Source: an optimization exercise on an open RTL-to-GDS flow (aim: small area and a short achievable clock period). Production flows keep margins and buffers that such runs may drop.
At most, simulation tests tie the RTL to the original design; equivalence was not proved.
Only the layout flow was run in run 2; the RTL was not checked for function there.
No activity file was given, so power comes from the tool's default toggle rates.

## flow/flow/run.sh

```bash
#!/bin/bash
# The standard flow (standard.sh), with one change: the buffers that the
# placement step puts on every input and output port are buf_1 cells
# instead of the cell buffer_ports picks by default.
set -euo pipefail
bash standard.sh synth > synth.log 2>&1
bash standard.sh "BUFFER_PORTS_ARGS=-buffer_cell sky130_fd_sc_hd__buf_1" finish > layout.log 2>&1
```

## flow/standard.sh

```bash
#!/bin/bash
# synth_recipe.tcl (not shown) runs the flow's synth.tcl, then flattens the netlist and writes it again
# the make line also repeats each setting of config.mk as NAME=value (left out here)
make -C /OpenROAD-flow-scripts/flow DESIGN_CONFIG=/design/flow/config.mk WORK_HOME=/design/flow/orfs CLKGATE_MAP_FILE= SYNTH_SCRIPT=/design/flow/synth_recipe.tcl "${@:-finish}"
```

## flow/config.mk

```make
export PLATFORM = sky130hd
export DESIGN_NAME = CPU
export DESIGN_NICKNAME = CPU
export VERILOG_FILES = /design/flow/design.v
export SDC_FILE = /design/flow/constraint.sdc
export NUM_CORES = 4
export LEC_CHECK = 0
export CAP_MARGIN = 20
export CORE_MARGIN = 2
export CORE_UTILIZATION = 40
export CTS_CLUSTER_DIAMETER = 90
export CTS_CLUSTER_SIZE = 25
export SETUP_SLACK_MARGIN = 1.5
export SLEW_MARGIN = 20
```

## flow/constraint.sdc

```tcl
create_clock -name core_clock -period 3.8 [get_ports {clock}]
set_input_delay 0.7600 -clock core_clock [delete_from_list [all_inputs] [get_ports {clock}]]
set_output_delay 0.7600 -clock core_clock [all_outputs]
set_load 0.01 [all_outputs]
```

## flow/design.v

```verilog
`timescale 1ns / 1ps
module CPU(
input [15:0]i_datain,
input [15:0]d_datain,
input clock,
input reset,
input enable,
input start,
output [7:0]i_addr,
output [7:0]d_addr,
output [15:0]d_dataout,
output d_we
);
reg        state;           
wire       run = state;
reg  [7:0] pc;
reg  [4:0] id_op;           
reg  [10:0] id_f;           
reg  [7:0] id_sa, id_sb;    
reg  [4:0] ex_op;           
reg  [2:0] ex_rd;
reg  [15:0] ex_g, ex_t;    
reg        ex_cin;
reg        ex_sra;
reg        ex_lo_lg, ex_hi_lg, ex_lo_sum, ex_hi_sum, ex_shl, ex_shr;    
reg  [7:0] ex_sd;           
reg  [15:0] m_c;
reg  [7:0] m_sd;
reg        m_we, m_take, m_wen, m_halt;    
reg        m_load;
reg  [2:0] m_rd;
reg  [15:0] w_c;
reg        w_wen, w_halt;                  
reg  [2:0] w_rd;
reg        zf, nf, cf;
reg  [15:0] gr [7:0];
integer k;
assign i_addr    = pc;
assign d_addr    = m_c[7:0];
assign d_we      = m_we;
assign d_dataout = {m_c[15:8], m_sd};
always @(posedge clock or negedge reset)
    if (!reset)
        state <= 1'b0;
    else if (state)
        state <= enable & ~w_halt;
    else
        state <= enable & start;
wire [4:0] f_op = i_datain[15:11];
wire f_user1 = (f_op == 5'b10000) || (f_op == 5'b01001) || (f_op == 5'b01011)
             || (f_op[4:3] == 2'b11);
wire f_store = (f_op == 5'b00011);
wire f_jump  = (f_op == 5'b11000);
reg  [7:0] gv;
wire [7:0] gvn = gv | ({8{w_wen}} & (8'd1 << w_rd));
wire [2:0] f_ia = f_user1 ? i_datain[10:8] : i_datain[6:4];
wire [2:0] f_ib = f_store ? i_datain[10:8] : i_datain[2:0];
always @(posedge clock or negedge reset)
    if (!reset) begin
        pc <= 8'd0;
        id_op <= 5'd0;
    end else if (run) begin
        pc <= m_take ? m_c[7:0] : pc + 8'd1;
        id_op <= f_op;
    end
always @(posedge clock)
    if (run) begin
        id_f <= i_datain[10:0];
        id_sa <= f_jump ? 8'd0 : (8'd1 << f_ia) & gvn;    
        id_sb <= (8'd1 << f_ib) & gvn;
    end
wire [7:0] selx = id_sa;
wire [7:0] sely = id_sb;
reg  [15:0] rx, ry;
always @(*) begin
    rx = 16'd0;
    ry = 16'd0;
    for (k = 0; k < 8; k = k + 1) begin
        rx = rx | (gr[k] & {16{selx[k]}});
        ry = ry | (gr[k] & {16{sely[k]}});
    end
end
wire [7:0]  imm8 = id_f[7:0];
wire d_jump  = (id_op == 5'b11000);
wire d_store = (id_op == 5'b00011);
wire d_shl   = (id_op[4:1] == 4'b0010);
wire d_val3  = (id_op[4:2] == 3'b001) || (id_op[4:1] == 4'b0001);   
wire d_imm   = (id_op == 5'b01001) || (id_op == 5'b01011) || (id_op[4:3] == 2'b11);
wire d_ldih  = (id_op == 5'b10000);
wire d_sub   = (id_op == 5'b01010) || (id_op == 5'b01011) || (id_op == 5'b10010)
             || (id_op == 5'b01100);
wire d_addc  = (id_op == 5'b10001);
wire d_logic = (id_op[4:2] == 3'b011);
wire d_shift = (id_op[4:2] == 3'b001);
wire d_subc  = (id_op == 5'b10010);
reg [15:0] d_a, d_b;
always @(*) begin
    for (k = 0; k < 16; k = k + 1)
        d_a[k] = d_shl ? rx[15-k] : rx[k];
    if (d_store) d_a[15:8] = 8'd0;
    if (d_shift)
        d_b = 16'd0;                         
    else if (d_val3)
        d_b = {(d_store ? ry[15:8] : 8'd0), 4'd0, id_f[3:0]};
    else if (d_imm)
        d_b = {8'd0, imm8};
    else if (d_ldih)
        d_b = {imm8, 8'd0};
    else
        d_b = ry;
    if (d_sub) d_b = ~d_b;
end
always @(posedge clock or negedge reset)
    if (!reset)
        ex_op <= 5'd0;
    else if (run)
        ex_op <= id_op;
always @(posedge clock)
    if (run) begin
        ex_rd <= id_f[10:8];
        ex_g <= d_a & d_b;
        ex_t <= d_a | d_b;
        ex_cin <= d_addc ? cf : d_subc ? ~cf : d_sub;
        ex_lo_lg  <= d_logic | d_jump;
        ex_hi_lg  <= d_logic | d_store;
        ex_lo_sum <= ~(d_logic | d_jump | d_shift);
        ex_hi_sum <= ~(d_logic | d_store | d_shift);
        ex_shl <= d_shl;
        ex_sra <= (id_op == 5'b00111);
        ex_shr <= d_shift & ~d_shl;
        ex_sd <= d_store ? ry[7:0] : d_shift ? {4'd0, id_f[3:0]} : {7'd0, d_addc & cf & (&ry)};
    end
wire [15:0] g = ex_g;
wire [15:0] t = ex_t;
reg  [15:0] gg, gt, tg, tt;
integer lv, j;
always @(*) begin
    gg = g;
    gt = t;
    for (lv = 0; lv < 4; lv = lv + 1) begin
        tg = gg;
        tt = gt;
        for (j = 0; j < 16; j = j + 1)
            if (j >= (1 << lv)) begin
                gg[j] = tg[j] | (tt[j] & tg[j - (1 << lv)]);
                gt[j] = tt[j] & tt[j - (1 << lv)];
            end
    end
end
wire [15:0] c    = {gg[14:0], 1'b0} | ({gt[14:0], 1'b1} & {16{ex_cin}});
wire [15:0] sum  = (t ^ c) ^ g;
wire        cout = gg[15] | (gt[15] & ex_cin);
wire        z = &(~((t ^ {t[14:0], ex_cin}) ^ g));
wire l_and = (ex_op[1:0] != 2'b11);        
wire l_xor = (ex_op[1:0] != 2'b01);        
wire [15:0] lg = (g & {16{l_and}}) | (t & ~g & {16{l_xor}});
wire [3:0]  amt = ex_sd[3:0];
wire        fill = ex_sra & t[15];
wire [31:0] sh0 = {{16{fill}}, t};
wire [31:0] sh1 = amt[0] ? {1'b0, sh0[31:1]} : sh0;
wire [31:0] sh2 = amt[1] ? {2'b0, sh1[31:2]} : sh1;
wire [31:0] sh3 = amt[2] ? {4'b0, sh2[31:4]} : sh2;
wire [15:0] y   = amt[3] ? sh3[23:8] : sh3[15:0];
reg  [15:0] yr;
always @(*)
    for (k = 0; k < 16; k = k + 1)
        yr[k] = y[15-k];
wire e_store = (ex_op == 5'b00011);
wire [7:0] res_lo = (lg[7:0] & {8{ex_lo_lg}}) | (yr[7:0] & {8{ex_shl}})
                  | (y[7:0] & {8{ex_shr}}) | (sum[7:0] & {8{ex_lo_sum}});
wire [7:0] res_hi = (lg[15:8] & {8{ex_hi_lg}}) | (yr[15:8] & {8{ex_shl}})
                  | (y[15:8] & {8{ex_shr}}) | (sum[15:8] & {8{ex_hi_sum}});
wire e_zn = (ex_op == 5'b01000) || (ex_op == 5'b01001) || (ex_op == 5'b10001)
          || (ex_op == 5'b01010) || (ex_op == 5'b01011) || (ex_op == 5'b10010)
          || (ex_op == 5'b01100);
wire e_c  = (ex_op == 5'b01000) || (ex_op == 5'b01001) || (ex_op == 5'b10001);
wire kill = ex_sd[0];    
reg cond;
always @(*)
    case (ex_op[2:1])
        2'b00: cond = 1'b1;
        2'b01: cond = zf;
        2'b10: cond = nf;
        2'b11: cond = cf;
    endcase
wire e_take = (ex_op[4:3] == 2'b11) && ((ex_op[2:1] == 2'b00) || (cond ^ ex_op[0]));
wire e_wen = (ex_op == 5'b00010) || (ex_op == 5'b10000) || (ex_op == 5'b01000)
          || (ex_op == 5'b01001) || (ex_op == 5'b10001) || (ex_op == 5'b01010)
          || (ex_op == 5'b01011) || (ex_op == 5'b10010) || (ex_op == 5'b01101)
          || (ex_op == 5'b01110) || (ex_op == 5'b01111) || (ex_op[4:2] == 3'b001);
always @(posedge clock or negedge reset)
    if (!reset) begin
        zf <= 1'b0; nf <= 1'b0; cf <= 1'b0;
        m_we <= 1'b0; m_take <= 1'b0; m_wen <= 1'b0; m_halt <= 1'b0;
    end else if (run) begin
        if (e_zn) begin
            zf <= z;
            nf <= sum[15];
        end
        if (e_c)
            cf <= cout & ~kill;
        m_we <= e_store;
        m_take <= e_take;
        m_wen <= e_wen;
        m_halt <= (ex_op == 5'b00001);
    end
always @(posedge clock)
    if (run) begin
        m_c <= {res_hi, res_lo};
        m_sd <= ex_sd;
        m_load <= (ex_op == 5'b00010);
        m_rd <= ex_rd;
    end
always @(posedge clock or negedge reset)
    if (!reset) begin
        w_wen <= 1'b0; w_halt <= 1'b0;
    end else if (run) begin
        w_wen <= m_wen;
        w_halt <= m_halt;
    end
always @(posedge clock)
    if (run) begin
        w_c <= m_load ? d_datain : m_c;
        w_rd <= m_rd;
    end
always @(posedge clock or negedge reset)
    if (!reset)
        gv <= 8'd0;
    else if (run & w_wen)
        gv[w_rd] <= 1'b1;
always @(posedge clock)
    if (run & w_wen)
        gr[w_rd] <= w_c;
endmodule
```

==> results of run 1 <==
==> report_power, final <==
part	leakage (uW)	switching [uW]	internal, uW
Clock	0.000249	1060	884
Sequential	0.00274	556	3870
Combinational	0.00261	1240	947
==> cell families after synthesis <==
| group | share of synthesized area |
|---|---|
| AO/OA/AOI/OAI | 0.170 |
| XOR/XNOR | 0.0441 |
| adder cells (fa/ha/maj) | 0.0205 |
| buffers and inverters | 0.0326 |
| flip-flops | 0.579 |
| multiplexers | 0.0539 |
| AND/OR/NAND/NOR | 0.0997 |
==> path summary, 6_finish.rpt <==
kind / from / end / slack [ps]
min reg2reg: ex_sd[7] / m_sd[7] / 430
max: ex_sd[1] / m_c[13] / 1490
max in group asynchronous: reset / state / 2810
min in group core_clock: i_datain[7] / id_f[7] / 410
min: reset / pc[6] / 340
max reg2reg: ex_sd[1] / m_c[13] / 1490
==> per-stage QoR <==
stage	area [um^2]	util
after floorplan	14800	-
after global routing	16700	0.458
after CTS	16300	0.449
after detailed placement	15400	0.423
after global placement	15400	0.423
final	16700	0.458
==> layout make-up <==
cell class,count,share of cell area
clock inverter,3,0.00346
sequential,289,0.511
multi-input combinational,822,0.360
timing repair buffer,141,0.0565
clock buffer,25,0.0279
inverter,26,0.00593
tap,468,0.0352
==> state kept, by name (all words and copies together), names as in the netlist, 3 cells and up <==
register / count
gv: 8
m_rd: 3
ex_t: 16
w_c: 16
w_rd: 3
gr: 128
id_op: 5
ex_sd: 8
ex_rd: 3
id_f: 11
m_sd: 8
ex_op: 5
m_c: 16
ex_g: 16
id_sa: 8
pc: 8
id_sb: 8
==> Yosys cell counts, types with 4 or more instances <==
cell / instances
sky130_fd_sc_hd__mux4_2: 4
sky130_fd_sc_hd__clkbuf_1: 67
sky130_fd_sc_hd__a22oi_1: 142
sky130_fd_sc_hd__nand4_1: 27
sky130_fd_sc_hd__o21ai_0: 44
sky130_fd_sc_hd__o21a_1: 8
sky130_fd_sc_hd__o22ai_1: 10
sky130_fd_sc_hd__nor4_1: 5
sky130_fd_sc_hd__and4_1: 14
sky130_fd_sc_hd__xor2_1: 15
sky130_fd_sc_hd__mux2i_1: 15
sky130_fd_sc_hd__a21oi_1: 65
sky130_fd_sc_hd__edfxtp_1: 253
sky130_fd_sc_hd__xnor2_1: 59
sky130_fd_sc_hd__nand2_1: 106
sky130_fd_sc_hd__nor2b_1: 10
sky130_fd_sc_hd__and2_1: 6
sky130_fd_sc_hd__a221o_1: 4
sky130_fd_sc_hd__or3_1: 4
sky130_fd_sc_hd__inv_1: 24
sky130_fd_sc_hd__and3_1: 5
sky130_fd_sc_hd__a31oi_1: 8
sky130_fd_sc_hd__nor2_1: 52
sky130_fd_sc_hd__nand3_1: 21
sky130_fd_sc_hd__nor3_1: 27
sky130_fd_sc_hd__buf_2: 15
sky130_fd_sc_hd__o211ai_1: 10
sky130_fd_sc_hd__mux2_2: 34
sky130_fd_sc_hd__ha_1: 24
sky130_fd_sc_hd__a21o_1: 9
sky130_fd_sc_hd__nand2b_1: 12
sky130_fd_sc_hd__o21ai_1: 15
sky130_fd_sc_hd__dfrtp_1: 36
sky130_fd_sc_hd__o221ai_1: 4
==> critical path, cell delays in order (launching register included) <==
cell and delay (ps):
sky130_fd_sc_hd__edfxtp_1 500, sky130_fd_sc_hd__buf_4 220, sky130_fd_sc_hd__mux2_1 340, sky130_fd_sc_hd__a22oi_1 200, sky130_fd_sc_hd__o21ai_1 120, sky130_fd_sc_hd__a21o_1 230, sky130_fd_sc_hd__a221oi_1 240, sky130_fd_sc_hd__o21ai_1 180
==> repair_timing <==
item | CTS | global route
pin swaps | 4 | 13
setup endpoints to repair | 108 | 87
hold buffers | 0 | 0
setup buffers | 36 | 23
resized for setup | 16 | 26
==> per-layer routing <==
layer | global-route usage | wire, um | vias up
li1 | - | - | 4871
met1 | 0.342 | 19300 | 5375
met2 | 0.360 | 20000 | 582
met3 | 0.0321 | 4230 | 84
met4 | 0.0597 | 1180 | 0
met5 | 0 | 0 | -
==> results.rst, run 1 <==
.. list-table::
   :header-rows: 1

   * - Metric
     - Value
   * - Vias
     - 10900
   * - Data required time of the critical path
     - 4030 ps
   * - Synthesis-to-finish area growth
     - 13.4%
   * - CP endpoint kind
     - register
   * - PnR worst setup slack
     - 1490 ps
   * - CP Launch Type
     - register
   * - Worst slew margin relative to its limit
     - 0.289
   * - Max-cap violation count
     - 0
   * - Power per cell area
     - 514 nW/um^2
   * - Mean number of vias per cell
     - just over 6
   * - Post-layout net count
     - 1356
   * - Most frequent standard cell in the layout excluding fill and tap cells
     - sky130_fd_sc_hd__edfxtp_1
   * - Maximum fanout count along the critical path
     - 6
   * - Die Ht
     - 196 um
   * - Average cell area after synthesis
     - 12.0 um^2
   * - Layout Cells excl Fill
     - 1774
   * - Warnings, synthesis
     - 1
   * - First-pass DRT Iterations
     - 6
   * - Synth Instances
     - approximately 1200
   * - Flip-flop cell with the highest count after synthesis
     - sky130_fd_sc_hd__edfxtp_1
   * - Number of cells traversed by the worst register-to-register path
     - 7
   * - Clock buffers created by TritonCTS
     - 16
   * - Transition at the pin with the smallest max-transition slack
     - ~1100 ps
   * - GR Overflow Total
     - 0
   * - Top cell type by total area after synthesis
     - sky130_fd_sc_hd__edfxtp_1
   * - DRC errors left
     - 0
   * - Final Power
     - roughly 8600 uW
   * - Worst hold-check slack
     - 340 ps
   * - Syn Nets
     - 1286
   * - Worst clock skew
     - approximately 40 ps
   * - Fill cell total of the finished layout
     - 3257
   * - First-pass GRT wire length
     - 66200 um
   * - Asr flop ratio synth
     - 0.125
   * - Max Slew Vio Count
     - 0
   * - Top cells by area, synth
     - sky130_fd_sc_hd__edfxtp_1 52%, sky130_fd_sc_hd__a22oi_1 7.3%, sky130_fd_sc_hd__dfrtp_1 6.1%
   * - All-Layer GR Usage
     - 0.232
   * - Initial DRC Count
     - between 1000 and 1500
   * - Combined flip-flop and latch cell area
     - 8510 um^2
   * - Count of flip-flops with a built-in enable after synthesis
     - 253
   * - Count of buffers from port buffering
     - 68
   * - Unrepaired setup endpoints after global routing
     - true
   * - Io pins
     - just under 70
   * - Final routed wirelength across all metal layers
     - 44700 um
   * - Min-delay worst type
     - primary input to async pin
   * - Data arrival time of the critical path
     - 2540 ps
   * - Vias in the first global route
     - 10400
   * - Netlist area before placement
     - 14700 um^2
   * - Effective utilization at floorplan
     - 0.404
   * - Leak pwr
     - 0.00561 uW
   * - Hold Vio Cnt, Final
     - 0
   * - Category of the critical setup timing path
     - register to register
   * - RD Place Congestion
     - 0.921
   * - Clock Tree Buf Depth
     - 3
   * - Number of unique standard cell types used by synthesis
     - 78
   * - Number of endpoints failing setup at the final stage
     - 0
   * - Final critical-path share of the clock period
     - 0.608
   * - Final antenna diode count
     - 0
   * - Crit path time final
     - 2310 ps
   * - Clock latency (worst-skew pair)
     - 530 ps
   * - Antenna violations before repair
     - 0
   * - Master cell of the clock root buffer
     - sky130_fd_sc_hd__clkbuf_16
   * - Sequential-to-total area share from yosys stat
     - 0.579
   * - Die boundary width
     - 196 um
   * - Clock tree from TritonCTS
     - done
   * - Pin count of the biggest net entering global routing
     - 123
   * - Die Area
     - 38300 um^2
   * - F_max
     - 0.433 GHz
   * - Routed len/inst
     - ~25 um
   * - Cell Rows
     - 70
   * - Dpl cells
     - 1687
   * - Post-Route Setup TNS
     - 0 ps
   * - Share of the synthesized area in the top cell type
     - 0.517
   * - Htree depth
     - 1
   * - Clock-pin slew on the worst setup and hold paths
     - 110 ps
   * - Post-route antenna net violation count
     - 0
   * - Area taken by multi-input logic gates
     - 6000 um^2
   * - Leading cell types in the layout, fill and taps excluded
     - 253 x sky130_fd_sc_hd__edfxtp_1, 142 x sky130_fd_sc_hd__a22oi_1, 104 x sky130_fd_sc_hd__nand2_1, 67 x sky130_fd_sc_hd__buf_1, 62 x sky130_fd_sc_hd__buf_4
   * - Register bit count reported by yosys
     - 289
   * - Result of the run
     - complete, no violations
   * - Post-DP HPWL
     - 30300 um
   * - Number of clock sinks
     - 289
   * - Total core area
     - 36300 um^2
   * - Pre-CTS setup slack
     - around 1000 ps
   * - Largest vdd supply drop
     - 0.318 mV
   * - Fraction of layout instances using a drive strength above 1
     - 0.145
==> run 2, diff against run 1 <==
--- a/flow/design.v
+++ b/flow/design.v
@@ -152,3 +152,3 @@
 wire        cout = gg[15] | (gt[15] & ex_cin);
-wire        z = &(~((t ^ {t[14:0], ex_cin}) ^ g));
+wire        z = &(~((t ^ g) ^ {t[14:0], ex_cin}));
 wire l_and = (ex_op[1:0] != 2'b11);        
--- a/flow/config.mk
+++ b/flow/config.mk
@@ -10,4 +10,4 @@
 export CORE_UTILIZATION = 40
-export CTS_CLUSTER_DIAMETER = 90
-export CTS_CLUSTER_SIZE = 25
+export CTS_CLUSTER_DIAMETER = 80
+export CTS_CLUSTER_SIZE = 20
 export SETUP_SLACK_MARGIN = 1.5
==> run 2 against run 1 <==
Compared with the run above:
- global-route usage increased by 0.34 points
- routed wire length is 1.3% higher
- total power up 2.9%
- die area grew 0.45%
- critical endpoint is now m_c[14]
- final cell count grew 1.5%
- largest power group unchanged
- final area grew 1.7%
- synthesized cell count increased by 1.1%
- largest cell class unchanged
- area after synthesis increased by 0.46%
==> results.rst, run 2 <==
.. list-table::
   :header-rows: 1

   * - Metric
     - Value
   * - Netlist area before placement
     - 14800 um^2 (was 14700 um^2)
   * - Post-Route Setup TNS
     - 0 ps (unchanged)
   * - Fraction of layout instances using a drive strength above 1
     - 0.153 (was 0.145)
   * - Net switching fraction of the power
     - 0.330 (was 0.334)
   * - Synthesis-to-finish area growth
     - 14.8% (was 13.4%)
   * - Category of the critical setup timing path
     - register to register (unchanged)
   * - Antenna violations before repair
     - 0 (unchanged)
   * - Internal power of the cells
     - 5900 uW (was 5710 uW)
   * - Post-DP HPWL
     - 30300 um (about the same)
   * - Data arrival time of the critical path
     - 2650 ps (was 2540 ps)
   * - Htree depth
     - 1 (unchanged)
   * - Max-cap violation count
     - 0 (unchanged)
   * - Io pins
     - 69 (unchanged)
   * - Syn Nets
     - 1299 (was 1286)
   * - Flip-flop count of the largest register, all copies and words added
     - 128 (unchanged)
   * - Unrepaired setup endpoints after global routing
     - true (unchanged)
   * - Post-route antenna net violation count
     - 0 (unchanged)
   * - Number of clock sinks
     - 289 (unchanged)
   * - Top cell type by total area after synthesis
     - sky130_fd_sc_hd__edfxtp_1 (unchanged)
   * - Post-layout net count
     - 1378 (was 1356)
   * - Number of buffers inserted for hold repair after clock tree synthesis
     - 0 (unchanged)
   * - Vias
     - 11200 (was 10900)
   * - First-pass DRT Iterations
     - 5 (was 6)
   * - Critical path buffer and inverter count
     - 1 (unchanged)
   * - Register with the highest flop count
     - gr (unchanged)
   * - CP Launch Type
     - register (unchanged)
   * - Flip-flop cell with the highest count after synthesis
     - sky130_fd_sc_hd__edfxtp_1 (unchanged)
   * - Mean number of vias per cell
     - 6.20 (was 6.15)
   * - Utilization after layout
     - 0.465 (was 0.458)
   * - Synth Instances
     - 1239 (was 1226)
   * - Data required time of the critical path
     - 4070 ps (was 4030 ps)
   * - Worst slew margin relative to its limit
     - 0.331 (was 0.289)
   * - Number of unique standard cell types used by synthesis
     - 70 (was 78)
   * - CP endpoint kind
     - register (unchanged)
   * - Die Area
     - 38400 um^2 (was 38300 um^2)
   * - Final Power
     - 8810 uW (was 8560 uW)
   * - RD Place Congestion
     - 0.925 (was 0.921)
   * - Leak pwr
     - 0.00581 uW (was 0.00561 uW)
   * - Worst clock skew
     - 34.5 ps (was 39.9 ps)
   * - Average cell area after synthesis
     - 11.9 um^2 (was 12.0 um^2)
   * - Number of cells on the critical path
     - 6 (was 7)
   * - Top-count cell post-synth
     - sky130_fd_sc_hd__edfxtp_1 (unchanged)
   * - Crit-path slowest cell
     - sky130_fd_sc_hd__mux4_2 (was sky130_fd_sc_hd__edfxtp_1)
   * - Transition at the pin with the smallest max-transition slack
     - 1000 ps (was 1070 ps)
   * - Top cells by area, synth
     - sky130_fd_sc_hd__edfxtp_1 52%, sky130_fd_sc_hd__a22oi_1 7.2%, sky130_fd_sc_hd__dfrtp_1 6.1% (was sky130_fd_sc_hd__edfxtp_1 52%, sky130_fd_sc_hd__a22oi_1 7.3%, sky130_fd_sc_hd__dfrtp_1 6.1%)
   * - Clock Tree Buf Depth
     - 3 (unchanged)
   * - Clock tree from TritonCTS
     - done (unchanged)
   * - Largest vdd supply drop
     - 0.313 mV (was 0.318 mV)
   * - Share of the synthesized area in the top cell type
     - 0.515 (was 0.517)
   * - First-pass GRT wire length
     - 67600 um (was 66200 um)
   * - Die boundary width
     - 196 um (about the same)
   * - Most frequent cells after synthesis
     - 253 x sky130_fd_sc_hd__edfxtp_1, 142 x sky130_fd_sc_hd__a22oi_1, 103 x sky130_fd_sc_hd__nand2_1 (was 253 x sky130_fd_sc_hd__edfxtp_1, 142 x sky130_fd_sc_hd__a22oi_1, 106 x sky130_fd_sc_hd__nand2_1)
   * - Master cell of the clock root buffer
     - sky130_fd_sc_hd__clkbuf_16 (unchanged)
   * - Maximum fanout count along the critical path
     - 3 (was 6)
   * - Cell Rows
     - 70 (unchanged)
   * - Switching power
     - 2910 uW (was 2860 uW)
   * - Initial DRC Count
     - 1322 (was 1262)
   * - Warnings, synthesis
     - 1 (unchanged)
   * - DRC errors left
     - 0 (unchanged)
   * - Count of flip-flops with a built-in enable after synthesis
     - 253 (unchanged)
   * - Register bit count reported by yosys
     - 289 (unchanged)
   * - Number of cells traversed by the worst register-to-register path
     - 6 (was 7)
   * - Effective utilization at floorplan
     - 0.405 (was 0.404)
   * - Sequential-to-total area share from yosys stat
     - 0.576 (was 0.579)
   * - All-Layer GR Usage
     - 0.235 (was 0.232)
   * - Pin count of the biggest net entering global routing
     - 126 (was 123)
   * - Sequential fraction of design power
     - 0.499 (was 0.517)
   * - Vias in the first global route
     - 10600 (was 10400)
   * - GR Overflow Total
     - 0 (unchanged)
   * - F_max
     - 0.421 GHz (was 0.433 GHz)
   * - Clock latency (worst-skew pair)
     - 540 ps (was 530 ps)
   * - Final critical-path share of the clock period
     - 0.626 (was 0.608)
   * - Clock-pin slew on the worst setup and hold paths
     - 80 ps (was 110 ps)
   * - Final routed wirelength across all metal layers
     - 45300 um (was 44700 um)
   * - Max Slew Vio Count
     - 0 (unchanged)
   * - Reg-to-reg slack, setup
     - 1420 ps (was 1490 ps)
   * - Most frequent standard cell in the layout excluding fill and tap cells
     - sky130_fd_sc_hd__edfxtp_1 (unchanged)
   * - Number of endpoints failing setup at the final stage
     - 0 (unchanged)
   * - Clock network fraction of total power
     - 0.247 (was 0.228)
   * - Result of the run
     - complete, no violations (unchanged)
   * - Worst stage delay on the critical path
     - 490 ps (was 500 ps)
   * - Power per cell area
     - 520 nW/um^2 (was 514 nW/um^2)
   * - Worst path top cell family by delay
     - multiplexers (was compound AO/OA/AOI/OAI gates)
   * - Leading cell types in the layout, fill and taps excluded
     - 253 x sky130_fd_sc_hd__edfxtp_1, 142 x sky130_fd_sc_hd__a22oi_1, 102 x sky130_fd_sc_hd__nand2_1, 67 x sky130_fd_sc_hd__buf_1, 66 x sky130_fd_sc_hd__a21oi_1 (was 253 x sky130_fd_sc_hd__edfxtp_1, 142 x sky130_fd_sc_hd__a22oi_1, 104 x sky130_fd_sc_hd__nand2_1, 67 x sky130_fd_sc_hd__buf_1, 62 x sky130_fd_sc_hd__buf_4)
   * - Logic pwr share
     - 0.254 (was 0.255)
   * - Hold Vio Cnt, Final
     - 0 (unchanged)
   * - Count of buffers from port buffering
     - 68 (unchanged)
   * - Min-delay worst type
     - primary input to async pin (unchanged)
   * - Clock buffers created by TritonCTS
     - 20 (was 16)
   * - Die Ht
     - 196 um (about the same)
   * - Asr flop ratio synth
     - 0.125 (unchanged)
   * - Sequence of cells on the critical path
     - buf_6 -> mux4_2 -> mux2_4 -> a221o_1 -> a221oi_2 -> o211ai_1 (was buf_4 -> mux2_1 -> a22oi_1 -> o21ai_1 -> a21o_1 -> a221oi_1 -> o21ai_1)
   * - Crit path time final
     - 2380 ps (was 2310 ps)
   * - Total core area
     - 36400 um^2 (was 36300 um^2)
   * - Routed len/inst
     - 25.2 um (about the same)
-- run 2: cell types whose count changed in the layout (fill, tap and decap cells not counted), sizes merged, moves of 4 or more --
cell,change
a211oi,+4
a31o,+4
and4,-4
inv,+10
mux2i,+21
mux4,+4
nand2b,-6
nand4,+8
nor2,+5
nor3,-8
nor4,+6
xnor2,-21
xor2,+6
-- run 2: path summary, 6_finish.rpt --
| check | from | to |
|---|---|---|
| min in group core_clock | i_datain[3] | id_f[3] |
| hold / removal | reset | pc[4] |
| setup / recovery | ex_sd[1] | m_c[14] |
| setup reg to reg | ex_sd[1] | m_c[14] |
| max in group asynchronous | reset | state |
| hold reg to reg | m_rd[2] | w_rd[2] |
-- run 2: cell families (layout without fill, tap and decap cells) --
kind of cell / after synthesis / in the layout / share of synthesized area
AND/OR/NAND/NOR: 300 / 300 / 0.101
adder cells (fa/ha/maj): 24 / 24 / 0.0204
AO/OA/AOI/OAI: 361 / 361 / 0.165
buffers and inverters: 122 / 215 / 0.0324
multiplexers: 84 / 84 / 0.0696
other: 0 / 1 / 0
flip-flops: 289 / 289 / 0.576
XOR/XNOR: 59 / 59 / 0.0350
-- run 2: per-stage QoR --
stage          instances  hold slack, ps  instance area (um^2)  setup WS, ps
3_3_place_gp        1694             404                 15400          1050
6_report            1801             349                 16900          1420
5_1_grt             1800             412                 16900          1350
2_1_floorplan       1239             400                 14900          1070
3_5_place_dp        1694             406                 15400           971
4_1_cts             1775             366                 16600          1360
-- run 2: power groups by stage --
stage	logic (uW)	clock network [uW]	registers, uW
3_3_place_gp	1930	0	4530
6_report	2230	2180	4400
5_1_grt	2450	2340	4450
4_1_cts	2140	2240	4390
3_5_place_dp	1940	0	4530
2_1_floorplan	1560	0	4200
-- run 2: repair_timing --
item / 4_1_cts / 5_1_grt
pin swaps: 3 / 11
resized for setup: 21 / 22
setup buffers: 45 / 24
setup endpoints to repair: 51 / 69
-- run 2: routing by layer --
layer  routed length, um  global-route usage
met1               19000               0.335
met2               20300               0.362
met3                4270              0.0428
met4                1690              0.0802
met5                   0                   0
-- run 2: layout make-up --
class,count,area (um^2)
diodes,1,2.50
clock buffers,26,523
clock inverters,10,106
fillers,3288,19500
inverters,33,126
multi-input cells,828,6010
flip-flops and latches,289,8510
well taps,468,586
repair buffers,146,1070
==> run 3, diff against run 2 <==
--- a/flow/design.v
+++ b/flow/design.v
@@ -152,3 +152,3 @@
 wire        cout = gg[15] | (gt[15] & ex_cin);
-wire        z = &(~((t ^ g) ^ {t[14:0], ex_cin}));
+wire        z = &(~((t ^ {t[14:0], ex_cin}) ^ g));
 wire l_and = (ex_op[1:0] != 2'b11);        
==> flow/flow/run.sh (replaced) <==
#!/bin/bash
# The standard flow (standard.sh), with one change: the buffers that the
# placement step puts on every input and output port are buf_2 cells
# instead of the cell buffer_ports picks by default.
set -euo pipefail
bash standard.sh synth > synth.log 2>&1
bash standard.sh "BUFFER_PORTS_ARGS=-buffer_cell sky130_fd_sc_hd__buf_2" finish > layout.log 2>&1
--- a/flow/config.mk
+++ b/flow/config.mk
@@ -12,3 +12,3 @@
 export CTS_CLUSTER_SIZE = 20
-export SETUP_SLACK_MARGIN = 1.5
+export SETUP_SLACK_MARGIN = 1.3
 export SLEW_MARGIN = 20
==> run 3 against run 2 <==
Compared with the run above:
- sequential share of layout area rose by 1.5 points
- area after synthesis is 0.46% lower
- largest power group unchanged
- global-route usage is 0.53 points lower
- total power shrank 2.3%
- final cell count is 2.9% lower
- utilization down 1.3 points
==> results.rst, run 3 <==
.. list-table::
   :header-rows: 1

   * - Metric
     - Value
   * - Wire length on met3
     - 4180 um (was 4270 um)
   * - Post-detailed-placement cell area
     - 15400 um^2 (about the same)
   * - Count of flip-flops with a built-in enable after synthesis
     - 253 (unchanged)
   * - Post-Route Setup TNS
     - 0 ps (unchanged)
   * - Number of cells traversed by the worst register-to-register path
     - 7 (was 6)
   * - Transition at the pin with the smallest max-transition slack
     - 1100 ps (was 1000 ps)
   * - Max-cap violation count
     - 0 (unchanged)
   * - Average cell area after synthesis
     - 12.0 um^2 (was 11.9 um^2)
   * - Endpoint of the most critical register-to-register path
     - m_c[15] (was m_c[14])
   * - Most frequent standard cell in the layout excluding fill and tap cells
     - sky130_fd_sc_hd__edfxtp_1 (unchanged)
   * - Most frequent cells after synthesis
     - 253 x sky130_fd_sc_hd__edfxtp_1, 142 x sky130_fd_sc_hd__a22oi_1, 106 x sky130_fd_sc_hd__nand2_1 (was 253 x sky130_fd_sc_hd__edfxtp_1, 142 x sky130_fd_sc_hd__a22oi_1, 103 x sky130_fd_sc_hd__nand2_1)
   * - Post-layout instance area
     - 16400 um^2 (was 16900 um^2)
   * - Clock buffers created by TritonCTS
     - 19 (was 20)
   * - Share of the synthesized area in the top cell type
     - 0.517 (was 0.515)
   * - Register bit count reported by yosys
     - 289 (unchanged)
   * - Sequential-to-total area share from yosys stat
     - 0.579 (was 0.576)
   * - Number of clock sinks
     - 289 (unchanged)
   * - Routed len/inst
     - 25.3 um (was 25.2 um)
   * - Count of buffers from port buffering
     - 68 (unchanged)
   * - Top cell type by total area after synthesis
     - sky130_fd_sc_hd__edfxtp_1 (unchanged)
   * - Mean number of vias per cell
     - 6.14 (was 6.20)
   * - Final routed wirelength across all metal layers
     - 44300 um (was 45300 um)
   * - Cell Rows
     - 70 (unchanged)
   * - CP Launch Type
     - register (unchanged)
   * - Category of the critical setup timing path
     - register to register (unchanged)
   * - First-pass DRT Iterations
     - 5 (unchanged)
   * - Area taken by multi-input logic gates
     - 5840 um^2 (was 6010 um^2)
   * - Top cells by area, synth
     - sky130_fd_sc_hd__edfxtp_1 52%, sky130_fd_sc_hd__a22oi_1 7.3%, sky130_fd_sc_hd__dfrtp_1 6.1% (was sky130_fd_sc_hd__edfxtp_1 52%, sky130_fd_sc_hd__a22oi_1 7.2%, sky130_fd_sc_hd__dfrtp_1 6.1%)
   * - Effective utilization at floorplan
     - 0.404 (was 0.405)
   * - RD Place Congestion
     - 0.975 (was 0.925)
   * - Register with the highest flop count
     - gr (unchanged)
   * - Leak pwr
     - 0.00565 uW (was 0.00581 uW)
   * - Fraction of layout instances using a drive strength above 1
     - 0.164 (was 0.153)
   * - Post-DP HPWL
     - 30300 um (about the same)
   * - Leading cell types in the layout, fill and taps excluded
     - 253 x sky130_fd_sc_hd__edfxtp_1, 142 x sky130_fd_sc_hd__a22oi_1, 104 x sky130_fd_sc_hd__nand2_1, 68 x sky130_fd_sc_hd__buf_2, 65 x sky130_fd_sc_hd__a21oi_1 (was 253 x sky130_fd_sc_hd__edfxtp_1, 142 x sky130_fd_sc_hd__a22oi_1, 102 x sky130_fd_sc_hd__nand2_1, 67 x sky130_fd_sc_hd__buf_1, 66 x sky130_fd_sc_hd__a21oi_1)
   * - F_max
     - 0.414 GHz (was 0.421 GHz)
   * - Unrepaired setup endpoints after global routing
     - false (was true)
   * - Data arrival time of the critical path
     - 2690 ps (was 2650 ps)
   * - GR Overflow Total
     - 0 (unchanged)
   * - Reg-to-reg critical path startpoint
     - ex_t[3] (was ex_sd[1])
   * - Flip-flop cell with the highest count after synthesis
     - sky130_fd_sc_hd__edfxtp_1 (unchanged)
   * - Post-route antenna net violation count
     - 0 (unchanged)
   * - Worst clock skew
     - 23.5 ps (was 34.5 ps)
   * - Crit path time final
     - 2420 ps (was 2380 ps)
   * - Die boundary width
     - 196 um (about the same)
   * - Number of buffers inserted for hold repair after clock tree synthesis
     - 0 (unchanged)
   * - Clock tree from TritonCTS
     - done (unchanged)
   * - Met2 wire length
     - 19800 um (was 20300 um)
   * - Clock-pin slew on the worst setup and hold paths
     - 80 ps (about the same)
   * - Clock Tree Buf Depth
     - 3 (unchanged)
   * - Combined flip-flop and latch cell area
     - 8500 um^2 (was 8510 um^2)
   * - Min-delay worst type
     - primary input to async pin (unchanged)
   * - Warnings, synthesis
     - 1 (unchanged)
   * - Die Area
     - 38300 um^2 (was 38400 um^2)
   * - Result of the run
     - complete, no violations (unchanged)
   * - Worst slew margin relative to its limit
     - 0.263 (was 0.331)
   * - Largest vdd supply drop
     - 0.275 mV (was 0.313 mV)
   * - CP endpoint kind
     - register (unchanged)
   * - Vias in the first global route
     - 10300 (was 10600)
   * - Utilization after layout
     - 0.452 (was 0.465)
   * - Netlist area before placement
     - 14700 um^2 (was 14800 um^2)
   * - Pin count of the biggest net entering global routing
     - 86 (was 126)
   * - Post-layout net count
     - 1329 (was 1378)
   * - Dpl cells
     - 1686 (was 1694)
   * - Data required time of the critical path
     - 4070 ps (about the same)
   * - Io pins
     - 69 (unchanged)
   * - Total core area
     - 36300 um^2 (was 36400 um^2)
   * - Met1 Routed Length
     - 18900 um (was 19000 um)
   * - Reg-to-reg slack, setup
     - 1380 ps (was 1420 ps)
   * - Htree depth
     - 1 (unchanged)
   * - Clock latency (worst-skew pair)
     - 530 ps (was 540 ps)
   * - Synthesis-to-finish area growth
     - 11.9% (was 14.8%)
   * - Maximum fanout count along the critical path
     - 10 (was 3)
   * - Layout Cells excl Fill
     - 1749 (was 1801)
   * - Fill cell total of the finished layout
     - 3245 (was 3288)
   * - Die Ht
     - 196 um (about the same)
   * - DRC errors left
     - 0 (unchanged)
   * - Hold Vio Cnt, Final
     - 0 (unchanged)
   * - Flip-flop count of the largest register, all copies and words added
     - 128 (unchanged)
   * - Initial DRC Count
     - 1297 (was 1322)
   * - Max Slew Vio Count
     - 0 (unchanged)
   * - Final critical-path share of the clock period
     - 0.636 (was 0.626)
   * - All-Layer GR Usage
     - 0.230 (was 0.235)
   * - Top-count cell post-synth
     - sky130_fd_sc_hd__edfxtp_1 (unchanged)
   * - Max Used Layer
     - met4 (unchanged)
   * - First-pass GRT wire length
     - 65700 um (was 67600 um)
   * - Master cell of the clock root buffer
     - sky130_fd_sc_hd__clkbuf_16 (unchanged)
   * - Antenna violations before repair
     - 1 (was 0)
   * - Vias
     - 10700 (was 11200)
   * - Asr flop ratio synth
     - 0.125 (unchanged)
   * - Number of unique standard cell types used by synthesis
     - 78 (was 70)
   * - Syn Nets
     - 1286 (was 1299)
   * - Power per cell area
     - 524 nW/um^2 (was 520 nW/um^2)
   * - Final antenna diode count
     - 0 (was 1)
   * - Synth Instances
     - 1226 (was 1239)
   * - Number of endpoints failing setup at the final stage
     - 0 (unchanged)
==> run 3: cell types whose count changed after synthesis, sizes merged, moves of 5 or more <==
| cell | delta |
|---|---|
| nand4 | -8 |
| xnor2 | +21 |
| nor3 | +8 |
| inv | -6 |
| nand2b | +6 |
| nor4 | -6 |
| xor2 | -6 |
| nor2 | -5 |
| mux2i | -21 |
==> run 3: how the worst max path moves through the flow <==
stage	slack (ps)	end	startpoint
2_1_floorplan	1040	gr[2][0]	state
3_3_place_gp	970	m_c[14]	ex_sd[1]
3_5_place_dp	930	ex_g[15]	id_op[4]
4_1_cts	1310	ex_g[4]	id_sb[0]
5_1_grt	1300	m_c[13]	ex_sd[1]
6_report	1380	m_c[15]	ex_t[3]
==> run 3: cells by family (layout without fill, tap and decap cells) <==
group | count (synthesis) | after routing | synth area share
AO/OA/AOI/OAI | 363 | 363 | 0.170
AND/OR/NAND/NOR | 299 | 299 | 0.0997
flip-flops | 289 | 289 | 0.579
buffers and inverters | 115 | 170 | 0.0326
XOR/XNOR | 74 | 74 | 0.0441
multiplexers | 62 | 62 | 0.0539
adder cells (fa/ha/maj) | 24 | 24 | 0.0205
==> run 3: metrics by stage <==
step / total power [uW] / hold slack [ps] / setup WS [ps]
final: 8600 / 322 / 1380
after global routing: 9030 / 385 / 1300
after CTS: 8580 / 346 / 1310
after detailed placement: 6460 / 405 / 931
after global placement: 6440 / 403 / 965
after floorplan: 5760 / 400 / 1040
==> run 3: timing repair <==
action	4_1_cts	5_1_grt
setup endpoints to repair	44	35
setup buffers	6	23
resized for setup	3	6
==> run 3: power breakdown <==
group	internal [uW]	switching [uW]	total (uW)	leakage [uW]
clock	1040	1070	2110	0.000287
combinational	896	1160	2060	0.00262
sequential	3870	562	4440	0.00274
==> run 3: metal layers <==
metal	vias up	track usage
met4	0	0.0712
met5	-	0
met3	95	0.0375
met1	5280	0.331
li1	4816	-
met2	545	0.356
==> run 3: area by class of cell <==
cell class,count,share of cell area
Clock buffer,27,0.0314
Clock inverter,6,0.00457
Inverter,26,0.00602
Multi-Input combinational cell,822,0.355
Sequential cell,289,0.518
Tap cell,468,0.0356
Timing Repair Buffer,111,0.0494
==> run 3: critical path: stages, from the launching register on <==
cell and delay [ps]:
sky130_fd_sc_hd__edfxtp_1 600, sky130_fd_sc_hd__ha_1 310, sky130_fd_sc_hd__nand2_1 80, sky130_fd_sc_hd__o221ai_2 160, sky130_fd_sc_hd__a311oi_2 400, sky130_fd_sc_hd__nor2_1 140, sky130_fd_sc_hd__mux2i_1 160, sky130_fd_sc_hd__a221o_1 310
==> run 4, diff against run 3 <==
--- a/flow/design.v
+++ b/flow/design.v
@@ -23,4 +23,3 @@
 reg        ex_cin;
-reg        ex_sra;
-reg        ex_lo_lg, ex_hi_lg, ex_lo_sum, ex_hi_sum, ex_shl, ex_shr;    
+reg        ex_lo_lg, ex_hi_lg, ex_shl, ex_shr;    
 reg  [7:0] ex_sd;           
@@ -125,8 +124,6 @@
         ex_hi_lg  <= d_logic | d_store;
-        ex_lo_sum <= ~(d_logic | d_jump | d_shift);
-        ex_hi_sum <= ~(d_logic | d_store | d_shift);
         ex_shl <= d_shl;
-        ex_sra <= (id_op == 5'b00111);
         ex_shr <= d_shift & ~d_shl;
-        ex_sd <= d_store ? ry[7:0] : d_shift ? {4'd0, id_f[3:0]} : {7'd0, d_addc & cf & (&ry)};
+        ex_sd <= d_store ? ry[7:0] : d_shift ? {4'd1 << id_f[3:2], 4'd1 << id_f[1:0]}
+               : {7'd0, d_addc & cf & (&ry)};
     end
@@ -152,3 +149,3 @@
 wire        cout = gg[15] | (gt[15] & ex_cin);
-wire        z = &(~((t ^ {t[14:0], ex_cin}) ^ g));
+wire        z = &(~((t ^ g) ^ {t[14:0], ex_cin}));
 wire l_and = (ex_op[1:0] != 2'b11);        
@@ -156,9 +153,10 @@
 wire [15:0] lg = (g & {16{l_and}}) | (t & ~g & {16{l_xor}});
-wire [3:0]  amt = ex_sd[3:0];
-wire        fill = ex_sra & t[15];
+wire [3:0]  am_lo = ex_sd[3:0];
+wire [3:0]  am_hi = ex_sd[7:4];
+wire        fill = (ex_op == 5'b00111) & t[15];    
 wire [31:0] sh0 = {{16{fill}}, t};
-wire [31:0] sh1 = amt[0] ? {1'b0, sh0[31:1]} : sh0;
-wire [31:0] sh2 = amt[1] ? {2'b0, sh1[31:2]} : sh1;
-wire [31:0] sh3 = amt[2] ? {4'b0, sh2[31:4]} : sh2;
-wire [15:0] y   = amt[3] ? sh3[23:8] : sh3[15:0];
+wire [27:0] sh1 = (sh0[27:0] & {28{am_lo[0]}}) | (sh0[28:1] & {28{am_lo[1]}})
+                | (sh0[29:2] & {28{am_lo[2]}}) | (sh0[30:3] & {28{am_lo[3]}});
+wire [15:0] y   = (sh1[15:0] & {16{am_hi[0]}}) | (sh1[19:4] & {16{am_hi[1]}})
+                | (sh1[23:8] & {16{am_hi[2]}}) | (sh1[27:12] & {16{am_hi[3]}});
 reg  [15:0] yr;
@@ -168,2 +166,4 @@
 wire e_store = (ex_op == 5'b00011);
+wire ex_lo_sum = ~(ex_lo_lg | ex_shl | ex_shr);
+wire ex_hi_sum = ~(ex_hi_lg | ex_shl | ex_shr);
 wire [7:0] res_lo = (lg[7:0] & {8{ex_lo_lg}}) | (yr[7:0] & {8{ex_shl}})
==> flow/flow/run.sh (replaced) <==
#!/bin/bash
# The standard flow (standard.sh), with one change: the buffers that the
# placement step puts on every input and output port are buf_1 cells
# instead of the cell buffer_ports picks by default.
set -euo pipefail
bash standard.sh synth > synth.log 2>&1
bash standard.sh "BUFFER_PORTS_ARGS=-buffer_cell sky130_fd_sc_hd__buf_1" finish > layout.log 2>&1
--- a/flow/config.mk
+++ b/flow/config.mk
@@ -12,3 +12,3 @@
 export CTS_CLUSTER_SIZE = 20
-export SETUP_SLACK_MARGIN = 1.3
+export SETUP_SLACK_MARGIN = 1.4
 export SLEW_MARGIN = 20
==> run 4 against run 3 <==
Compared with the run above:
- synthesized cell count down 0.24%
- critical endpoint is now m_c[12]
- via count up 1.5%
- highest routed layer unchanged
- still clean
- largest cell class unchanged
- maximum frequency up 4.3%
==> results.rst, run 4 <==
.. list-table::
   :header-rows: 1

   * - Metric
     - Value
   * - Most frequent standard cell in the layout excluding fill and tap cells
     - sky130_fd_sc_hd__edfxtp_1 (unchanged)
   * - Top cells by area, synth
     - sky130_fd_sc_hd__edfxtp_1 52%, sky130_fd_sc_hd__a22oi_1 9.0%, sky130_fd_sc_hd__dfrtp_1 6.3% (was sky130_fd_sc_hd__edfxtp_1 52%, sky130_fd_sc_hd__a22oi_1 7.3%, sky130_fd_sc_hd__dfrtp_1 6.1%)
   * - DRC errors left
     - 0 (unchanged)
   * - Number of clock sinks
     - 286 (was 289)
   * - Die boundary width
     - 194 um (was 196 um)
   * - Sequence of cells on the critical path
     - a211o_1 -> a221oi_1 -> o21ai_1 -> a2111oi_0 -> a41oi_1 -> o21ai_0 (was ha_1 -> nand2_1 -> o221ai_2 -> a311oi_2 -> nor2_1 -> mux2i_1 -> a221o_1)
   * - Register with the highest flop count
     - gr (unchanged)
   * - Syn Nets
     - 1283 (was 1286)
   * - Mean number of vias per cell
     - 6.19 (was 6.14)
   * - Netlist area before placement
     - 14400 um^2 (was 14700 um^2)
   * - Post-route antenna net violation count
     - 0 (unchanged)
   * - Flip-flop cell with the highest count after synthesis
     - sky130_fd_sc_hd__edfxtp_1 (unchanged)
   * - Fill cell total of the finished layout
     - 3190 (was 3245)
   * - Initial DRC Count
     - 1217 (was 1297)
   * - Combined flip-flop and latch cell area
     - 8420 um^2 (was 8500 um^2)
   * - Worst setup startpoint
     - ex_t[7] (was ex_t[3])
   * - Top-count cell post-synth
     - sky130_fd_sc_hd__edfxtp_1 (unchanged)
   * - Max Slew Vio Count
     - 0 (unchanged)
   * - Number of unique standard cell types used by synthesis
     - 68 (was 78)
   * - GR Overflow Total
     - 0 (unchanged)
   * - Vias in the first global route
     - 10200 (was 10300)
   * - CP endpoint kind
     - register (unchanged)
   * - Most frequent cells after synthesis
     - 250 x sky130_fd_sc_hd__edfxtp_1, 173 x sky130_fd_sc_hd__a22oi_1, 97 x sky130_fd_sc_hd__nand2_1 (was 253 x sky130_fd_sc_hd__edfxtp_1, 142 x sky130_fd_sc_hd__a22oi_1, 106 x sky130_fd_sc_hd__nand2_1)
   * - Worst stage delay on the critical path
     - 550 ps (was 600 ps)
   * - Effective utilization at floorplan
     - 0.405 (was 0.404)
   * - Maximum fanout count along the critical path
     - 9 (was 10)
   * - Average cell area after synthesis
     - 11.8 um^2 (was 12.0 um^2)
   * - Hold Vio Cnt, Final
     - 0 (unchanged)
   * - Top cell type by total area after synthesis
     - sky130_fd_sc_hd__edfxtp_1 (unchanged)
   * - Max-cap violation count
     - 0 (unchanged)
   * - Number of endpoints failing setup at the final stage
     - 0 (unchanged)
   * - Post-layout instance area
     - 16200 um^2 (was 16400 um^2)
   * - Count of flip-flops with a built-in enable after synthesis
     - 250 (was 253)
   * - Synth Instances
     - 1223 (was 1226)
   * - Post-Route Setup TNS
     - 0 ps (unchanged)
   * - Io pins
     - 69 (unchanged)
   * - Number of buffers inserted for hold repair after clock tree synthesis
     - 0 (unchanged)
   * - Cell Rows
     - 69 (was 70)
   * - Die Area
     - 37500 um^2 (was 38300 um^2)
   * - Data required time of the critical path
     - 4130 ps (was 4070 ps)
   * - Sequential-to-total area share from yosys stat
     - 0.585 (was 0.579)
   * - Transition at the pin with the smallest max-transition slack
     - 1020 ps (was 1100 ps)
   * - Die Ht
     - 194 um (was 196 um)
   * - Worst path top cell family by delay
     - compound AO/OA/AOI/OAI gates (unchanged)
   * - Leading cell types in the layout, fill and taps excluded
     - 250 x sky130_fd_sc_hd__edfxtp_1, 172 x sky130_fd_sc_hd__a22oi_1, 96 x sky130_fd_sc_hd__nand2_1, 67 x sky130_fd_sc_hd__buf_1 (was 253 x sky130_fd_sc_hd__edfxtp_1, 142 x sky130_fd_sc_hd__a22oi_1, 104 x sky130_fd_sc_hd__nand2_1, 68 x sky130_fd_sc_hd__buf_2, 65 x sky130_fd_sc_hd__a21oi_1)
   * - Leak pwr
     - 0.00553 uW (was 0.00565 uW)
   * - Critical path buffer and inverter count
     - 0 (unchanged)
   * - Vias
     - 10900 (was 10700)
   * - Final critical-path share of the clock period
     - 0.610 (was 0.636)
   * - Crit path time final
     - 2320 ps (was 2420 ps)
   * - Clock Tree Buf Depth
     - 3 (unchanged)
   * - Reg-to-reg critical path startpoint
     - ex_t[7] (was ex_t[3])
   * - Clock latency (worst-skew pair)
     - 530 ps (about the same)
   * - Result of the run
     - complete, no violations (unchanged)
   * - Flip-flop count of the largest register, all copies and words added
     - 128 (unchanged)
   * - Pin count of the biggest net entering global routing
     - 60 (was 86)
   * - Data arrival time of the critical path
     - 2650 ps (was 2690 ps)
   * - Min-delay worst type
     - primary input to async pin (unchanged)
   * - Clock tree from TritonCTS
     - done (unchanged)
   * - Routed len/inst
     - 24.4 um (was 25.3 um)
   * - Final antenna diode count
     - 0 (unchanged)
   * - Area taken by multi-input logic gates
     - 5640 um^2 (was 5840 um^2)
   * - Worst hold-check slack
     - 362 ps (was 322 ps)
   * - F_max
     - 0.431 GHz (was 0.414 GHz)
   * - Unrepaired setup endpoints after global routing
     - true (was false)
   * - Master cell of the clock root buffer
     - sky130_fd_sc_hd__clkbuf_16 (unchanged)
   * - Count of buffers from port buffering
     - 68 (unchanged)
   * - Register bit count reported by yosys
     - 286 (was 289)
   * - Largest vdd supply drop
     - 0.345 mV (was 0.275 mV)
   * - Category of the critical setup timing path
     - register to register (unchanged)
   * - Clock buffers created by TritonCTS
     - 19 (unchanged)
   * - Crit-path slowest cell
     - sky130_fd_sc_hd__edfxtp_1 (unchanged)
   * - Clock-pin slew on the worst setup and hold paths
     - 80 ps (about the same)
   * - RD Place Congestion
     - 0.906 (was 0.975)
   * - Worst slew margin relative to its limit
     - 0.323 (was 0.263)
   * - Synthesis-to-finish area growth
     - 12.8% (was 11.9%)
   * - Warnings, synthesis
     - 1 (unchanged)
   * - Fraction of layout instances using a drive strength above 1
     - 0.123 (was 0.164)
   * - Htree depth
     - 1 (unchanged)
   * - Post-layout net count
     - 1346 (was 1329)
   * - Antenna violations before repair
     - 0 (was 1)
   * - CP Launch Type
     - register (unchanged)
   * - First-pass DRT Iterations
     - 6 (was 5)
   * - Power per cell area
     - 520 nW/um^2 (was 524 nW/um^2)
   * - Final Power
     - 8440 uW (was 8600 uW)
   * - Post-detailed-placement cell area
     - 15000 um^2 (was 15400 um^2)
   * - Share of the synthesized area in the top cell type
     - 0.522 (was 0.517)
   * - Worst clock skew
     - 16.8 ps (was 23.5 ps)
   * - First-pass GRT wire length
     - 63900 um (was 65700 um)
   * - Total core area
     - 35500 um^2 (was 36300 um^2)
   * - All-Layer GR Usage
     - 0.222 (was 0.230)
   * - Post-DP HPWL
     - 28600 um (was 30300 um)
   * - Final routed wirelength across all metal layers
     - 43000 um (was 44300 um)
   * - Asr flop ratio synth
     - 0.126 (was 0.125)
[run 4: report_power, final]
group	total, uW	internal, uW	switching, uW
logic	2030	857	1180
registers	4370	3840	534
clock network	2040	960	1080
total	8440	5650	2790
[run 4: what timing repair did]
action / 4_1_cts / 5_1_grt
gates resized for setup: 5 / 14
setup endpoints to repair: 63 / 53
buffers inserted: 9 / 56
pin swaps: 2 / 1
[run 4: cell families after synthesis]
group	after synthesis	synth area share
AOI/OAI and AO/OA	402	0.195
and+or+nand+nor	284	0.0980
xor gates and xnor gates	61	0.0371
muxes	40	0.0304
buffers and inverters	126	0.0339
adders and majority gates	24	0.0209
DFF	286	0.585
[run 4: path summary, 6_finish.rpt]
check / end / slack, ps / depth (start not counted)
min in group core_clock: id_f[7] / 400 / 1
max in group asynchronous: state / 2750 / 1
worst max-delay path: m_c[12] / 1480 / 6
worst min-delay path: pc[6] / 360 / 1
worst max register to register: m_c[12] / 1480 / 6
worst min register to register: w_rd[0] / 420 / 0
[run 4: final cells by class]
type,instances,share of cell area
flip-flops and latches,286,0.519
multi-input cells,811,0.348
repair buffers,139,0.0566
well taps,461,0.0355
clock buffers,28,0.0314
inverters,29,0.00678
clock inverters,6,0.00347
[run 4: metrics by stage]
step	setup WS, ps	util	std cells
2_1_floorplan	1090	-	1223
3_3_place_gp	1170	0.422	1661
4_1_cts	1400	0.441	1704
6_report	1480	0.457	1760
3_5_place_dp	1140	0.422	1661
5_1_grt	1390	0.457	1760
[run 4: layer usage]
layer / global-route usage / up-vias / part of all wire
li1: - / 4897 / -
met1: 0.324 / 5282 / 0.42
met2: 0.341 / 624 / 0.44
met3: 0.0435 / 89 / 0.10
met4: 0.0585 / 0 / 0.030
met5: 0 / - / 0
[run 4: worst reg2reg max path, stage by stage, from the launching register on]
cell and delay, ps:
sky130_fd_sc_hd__edfxtp_1 550, sky130_fd_sc_hd__a211o_1 360, sky130_fd_sc_hd__a221oi_1 250, sky130_fd_sc_hd__o21ai_1 180, sky130_fd_sc_hd__a2111oi_0 440, sky130_fd_sc_hd__a41oi_1 70, sky130_fd_sc_hd__o21ai_0 270
==> run 5, diff against run 4 <==
--- a/flow/config.mk
+++ b/flow/config.mk
@@ -12,3 +12,3 @@
 export CTS_CLUSTER_SIZE = 20
-export SETUP_SLACK_MARGIN = 1.4
+export SETUP_SLACK_MARGIN = 1.6
 export SLEW_MARGIN = 20
==> run 5 against run 4 <==
Compared with the run above:
- total power increased by 3.2%
- critical path depth stayed put
- clock power is essentially flat
- global-route usage is 0.67 points higher
- utilization up 2.4 points
- sequential power shrank 1%
- register-to-register slack improved by 50 ps
- maximum frequency increased by 2.0%
- sequential share of layout area shrank 2.5 points
- critical endpoint is now m_c[9]
- first-iteration DRC count grew 7.5%
- sequential cell count is the same
==> results.rst, run 5 <==
.. list-table::
   :header-rows: 1

   * - Metric
     - Value
   * - Effective utilization at floorplan
     - 0.405 (unchanged)
   * - Final critical-path share of the clock period
     - 0.598 (was 0.610)
   * - Internal power of the cells
     - 5810 uW (was 5650 uW)
   * - Syn Nets
     - 1283 (unchanged)
   * - Leading cell types in the layout, fill and taps excluded
     - 250 x sky130_fd_sc_hd__edfxtp_1, 157 x sky130_fd_sc_hd__a22oi_1, 98 x sky130_fd_sc_hd__buf_4, 93 x sky130_fd_sc_hd__nand2_1, 67 x sky130_fd_sc_hd__buf_1 (was 250 x sky130_fd_sc_hd__edfxtp_1, 172 x sky130_fd_sc_hd__a22oi_1, 96 x sky130_fd_sc_hd__nand2_1, 67 x sky130_fd_sc_hd__buf_1)
   * - Htree depth
     - 1 (unchanged)
   * - Post-detailed-placement cell area
     - 15000 um^2 (unchanged)
   * - Total core area
     - 35500 um^2 (unchanged)
   * - Sequential-to-total area share from yosys stat
     - 0.585 (unchanged)
   * - Post-Route Setup TNS
     - 0 ps (unchanged)
   * - CP endpoint kind
     - register (unchanged)
   * - Data arrival time of the critical path
     - 2560 ps (was 2650 ps)
   * - Warnings, synthesis
     - 1 (unchanged)
   * - Vias
     - 11300 (was 10900)
   * - Number of clock sinks
     - 286 (unchanged)
   * - Count of buffers from port buffering
     - 68 (unchanged)
   * - Unrepaired setup endpoints after global routing
     - true (unchanged)
   * - Post-layout instance area
     - 17100 um^2 (was 16200 um^2)
   * - Final antenna diode count
     - 0 (unchanged)
   * - Xor-xnor portion of the synthesized cell area
     - 0.0371 (unchanged)
   * - Area fraction in and, or, nand and nor cells after synthesis
     - 0.0980 (unchanged)
   * - Switching power
     - 2910 uW (was 2790 uW)
   * - Io pins
     - 69 (unchanged)
   * - Pin count of the biggest net entering global routing
     - 60 (unchanged)
   * - Fraction of layout instances using a drive strength above 1
     - 0.193 (was 0.123)
   * - Cell Rows
     - 69 (unchanged)
   * - Post-DP HPWL
     - 28600 um (unchanged)
   * - Power per cell area
     - 511 nW/um^2 (was 520 nW/um^2)
   * - Register bit count reported by yosys
     - 286 (unchanged)
   * - Share of the synthesized area in the top cell type
     - 0.522 (unchanged)
   * - Largest vdd supply drop
     - 0.333 mV (was 0.345 mV)
   * - Most frequent cells after synthesis
     - 250 x sky130_fd_sc_hd__edfxtp_1, 173 x sky130_fd_sc_hd__a22oi_1, 97 x sky130_fd_sc_hd__nand2_1 (unchanged)
   * - Mean number of vias per cell
     - 6.21 (was 6.19)
   * - Number of endpoints failing setup at the final stage
     - 0 (unchanged)
   * - Die Ht
     - 194 um (unchanged)
   * - Flip-flop cell with the highest count after synthesis
     - sky130_fd_sc_hd__edfxtp_1 (unchanged)
   * - Min-delay worst type
     - primary input to async pin (unchanged)
   * - Vias in the first global route
     - 10600 (was 10200)
   * - Crit path time final
     - 2270 ps (was 2320 ps)
   * - Worst clock skew
     - 17.5 ps (was 16.8 ps)
   * - Top cells by area, synth
     - sky130_fd_sc_hd__edfxtp_1 52%, sky130_fd_sc_hd__a22oi_1 9.0%, sky130_fd_sc_hd__dfrtp_1 6.3% (unchanged)
   * - Number of unique standard cell types used by synthesis
     - 68 (unchanged)
   * - Worst slew margin relative to its limit
     - 0.348 (was 0.323)
   * - Die Area
     - 37500 um^2 (unchanged)
   * - All-Layer GR Usage
     - 0.229 (was 0.222)
   * - Count of flip-flops with a built-in enable after synthesis
     - 250 (unchanged)
   * - Combinational family with the most area after synthesis
     - compound AO/OA/AOI/OAI gates (unchanged)
   * - Register with the highest flop count
     - gr (unchanged)
   * - Logic pwr share
     - 0.269 (was 0.241)
   * - Netlist area before placement
     - 14400 um^2 (unchanged)
   * - Antenna violations before repair
     - 1 (was 0)
   * - First-pass GRT wire length
     - 65700 um (was 63900 um)
   * - Asr flop ratio synth
     - 0.126 (unchanged)
   * - Average cell area after synthesis
     - 11.8 um^2 (unchanged)
   * - Max Slew Vio Count
     - 0 (unchanged)
   * - Initial DRC Count
     - 1308 (was 1217)
   * - Flip-flop count of the largest register, all copies and words added
     - 128 (unchanged)
   * - Routed len/inst
     - 24.7 um (was 24.4 um)
   * - Net switching fraction of the power
     - 0.334 (was 0.330)
   * - Top cell type by total area after synthesis
     - sky130_fd_sc_hd__edfxtp_1 (unchanged)
   * - Leak pwr
     - 0.00590 uW (was 0.00553 uW)
   * - Compound-cell area share of the yosys netlist
     - 0.195 (unchanged)
   * - Maximum fanout count along the critical path
     - 5 (was 9)
   * - Adder-cell area share of the yosys netlist
     - 0.0209 (unchanged)
   * - Synthesis-to-finish area growth
     - 18.6% (was 12.8%)
   * - DRC errors left
     - 0 (unchanged)
   * - Clock network fraction of total power
     - 0.235 (was 0.242)
   * - Fill cell total of the finished layout
     - 3099 (was 3190)
   * - Clock tree from TritonCTS
     - done (unchanged)
   * - Final routed wirelength across all metal layers
     - 44900 um (was 43000 um)
   * - Clock-pin slew on the worst setup and hold paths
     - 90 ps (was 80 ps)
   * - Synth Instances
     - 1223 (unchanged)
   * - Multiplexer fraction of the synthesized cell area
     - 0.0304 (unchanged)
   * - Most frequent standard cell in the layout excluding fill and tap cells
     - sky130_fd_sc_hd__edfxtp_1 (unchanged)
   * - Hold Vio Cnt, Final
     - 0 (unchanged)
   * - RD Place Congestion
     - 0.906 (unchanged)
   * - F_max
     - 0.440 GHz (was 0.431 GHz)
   * - Top-count cell post-synth
     - sky130_fd_sc_hd__edfxtp_1 (unchanged)
   * - Clock Tree Buf Depth
     - 3 (unchanged)
   * - Data required time of the critical path
     - 4090 ps (was 4130 ps)
   * - Clock latency (worst-skew pair)
     - 530 ps (about the same)
   * - Max-cap violation count
     - 0 (unchanged)
   * - GR Overflow Total
     - 0 (unchanged)
   * - First-pass DRT Iterations
     - 5 (was 6)
   * - Result of the run
     - complete, no violations (unchanged)
   * - Die boundary width
     - 194 um (unchanged)
   * - Category of the critical setup timing path
     - register to register (unchanged)
   * - Sequential fraction of design power
     - 0.496 (was 0.518)
   * - CP Launch Type
     - register (unchanged)
   * - Post-layout net count
     - 1404 (was 1346)
   * - Master cell of the clock root buffer
     - sky130_fd_sc_hd__clkbuf_16 (unchanged)
   * - Number of buffers inserted for hold repair after clock tree synthesis
     - 0 (unchanged)
   * - Transition at the pin with the smallest max-transition slack
     - 978 ps (was 1020 ps)
   * - Clock buffers created by TritonCTS
     - 19 (unchanged)
   * - Post-route antenna net violation count
     - 0 (unchanged)
-- run 5: cell counts after synthesis --
No cell type changed its count.
-- run 5: area by class of cell --
class	count	area, um^2	share of cell area
tap	461	577	0.0338
clock buffer	28	509	0.0298
clock inverter	6	56.3	0.00330
sequential	286	8420	0.493
multi-input combinational	812	5890	0.345
timing repair buffer	196	1500	0.0881
inverter	29	111	0.00652
-- run 5: power by group through the flow --
stage	Combinational, uW	Sequential, uW	Clock (uW)
after floorplan	1510	4150	0
after global placement	1800	4490	0
after detailed placement	1800	4500	0
after CTS	2060	4360	2090
after global routing	2560	4370	2190
final	2340	4320	2050
-- run 5: critical path, stage by stage (launching register included) --
cell and delay, ps:
sky130_fd_sc_hd__edfxtp_1 560, sky130_fd_sc_hd__buf_6 200, sky130_fd_sc_hd__a22o_1 180, sky130_fd_sc_hd__a221o_1 310, sky130_fd_sc_hd__a221o_1 340, sky130_fd_sc_hd__a221o_1 300
sky130_fd_sc_hd__a21o_1 150
-- run 5: final timing paths --
| kind | cells after the start | start | slack [ps] | end |
|---|---|---|---|---|
| worst max-delay path | 6 | ex_t[15] | 1530 | m_c[9] |
| worst min-delay path | 1 | reset | 370 | id_op[0] |
| worst max register to register | 6 | ex_t[15] | 1530 | m_c[9] |
| worst min register to register | 0 | m_rd[0] | 420 | w_rd[0] |
| max in group asynchronous | 1 | reset | 2740 | state |
| min in group core_clock | 1 | i_datain[7] | 410 | id_f[7] |
-- run 5: kinds of logic after synthesis --
logic type | count (synthesis)
adder cells (fa/ha/maj) | 24
multiplexers | 40
AND/OR/NAND/NOR | 284
AO/OA/AOI/OAI | 402
flip-flops | 286
XOR/XNOR | 61
buffers and inverters | 126
-- run 5: repair_timing --
item | in CTS | in global routing
endpoints found under the setup margin | 86 | 167
setup buffers | 66 | 54
pin swaps | 5 | 32
gates cloned | 1 | 2
resized for setup | 28 | 58
-- run 5: per-layer routing --
layer  vias up  part of all wire  wire length, um  GRT usage
li1       5020                 -                -          -
met1      5511              0.42            18800      0.326
met2       657              0.45            20100      0.355
met3        92              0.10             4550     0.0457
met4         2             0.031             1390     0.0698
met5         -           0.00036               16          0
-- run 5: through the flow --
step / setup WS (ps) / util / std cells / total power [uW] / hold WS, ps
after floorplan: 1090 / - / 1223 / 5660 / 400
after global placement: 1170 / 0.422 / 1661 / 6290 / 404
after detailed placement: 1140 / 0.422 / 1661 / 6300 / 405
after CTS: 1550 / 0.460 / 1762 / 8510 / 385
after global routing: 1440 / 0.481 / 1818 / 9120 / 408
final: 1530 / 0.481 / 1818 / 8720 / 365

==> what the ideal ports hide <==
No port has a modelled driver above. Below, the same layouts with a new extraction and two added sets of constraints.
Step 1, drivers: a clkbuf_16 drives clock and a buf_2 each remaining input, both assumed.
Step 2 also shifts input and output timing later by t, the mid clock arrival at the registers, as if the neighbouring blocks saw the same clock.
a / b / c = ideal ports / drivers / drivers and shift; a / b = the first two.
run	shift t [ns]	setup WS [ns]	hold WS [ns]	worst data-port slew with drivers (ns)
run 1	0.561	1.489 / 1.489 / 1.489	0.340 / 0.313 / 0.429	0.05
run 2	0.578	1.423 / 1.423 / 1.188	0.349 / 0.318 / 0.424	0.04
run 3	0.577	1.383 / 1.383 / 1.383	0.322 / 0.287 / 0.426	0.04
run 4	0.573	1.482 / 1.482 / 1.123	0.362 / 0.333 / 0.424	0.04
run 5	0.574	1.528 / 1.528 / 1.344	0.365 / 0.336 / 0.424	0.04
After both steps setup and hold are still met in every run listed. For run 4, which loses most, drivers alone change the setup slack by 0.000 ns; drivers and shift together by -0.359 ns.
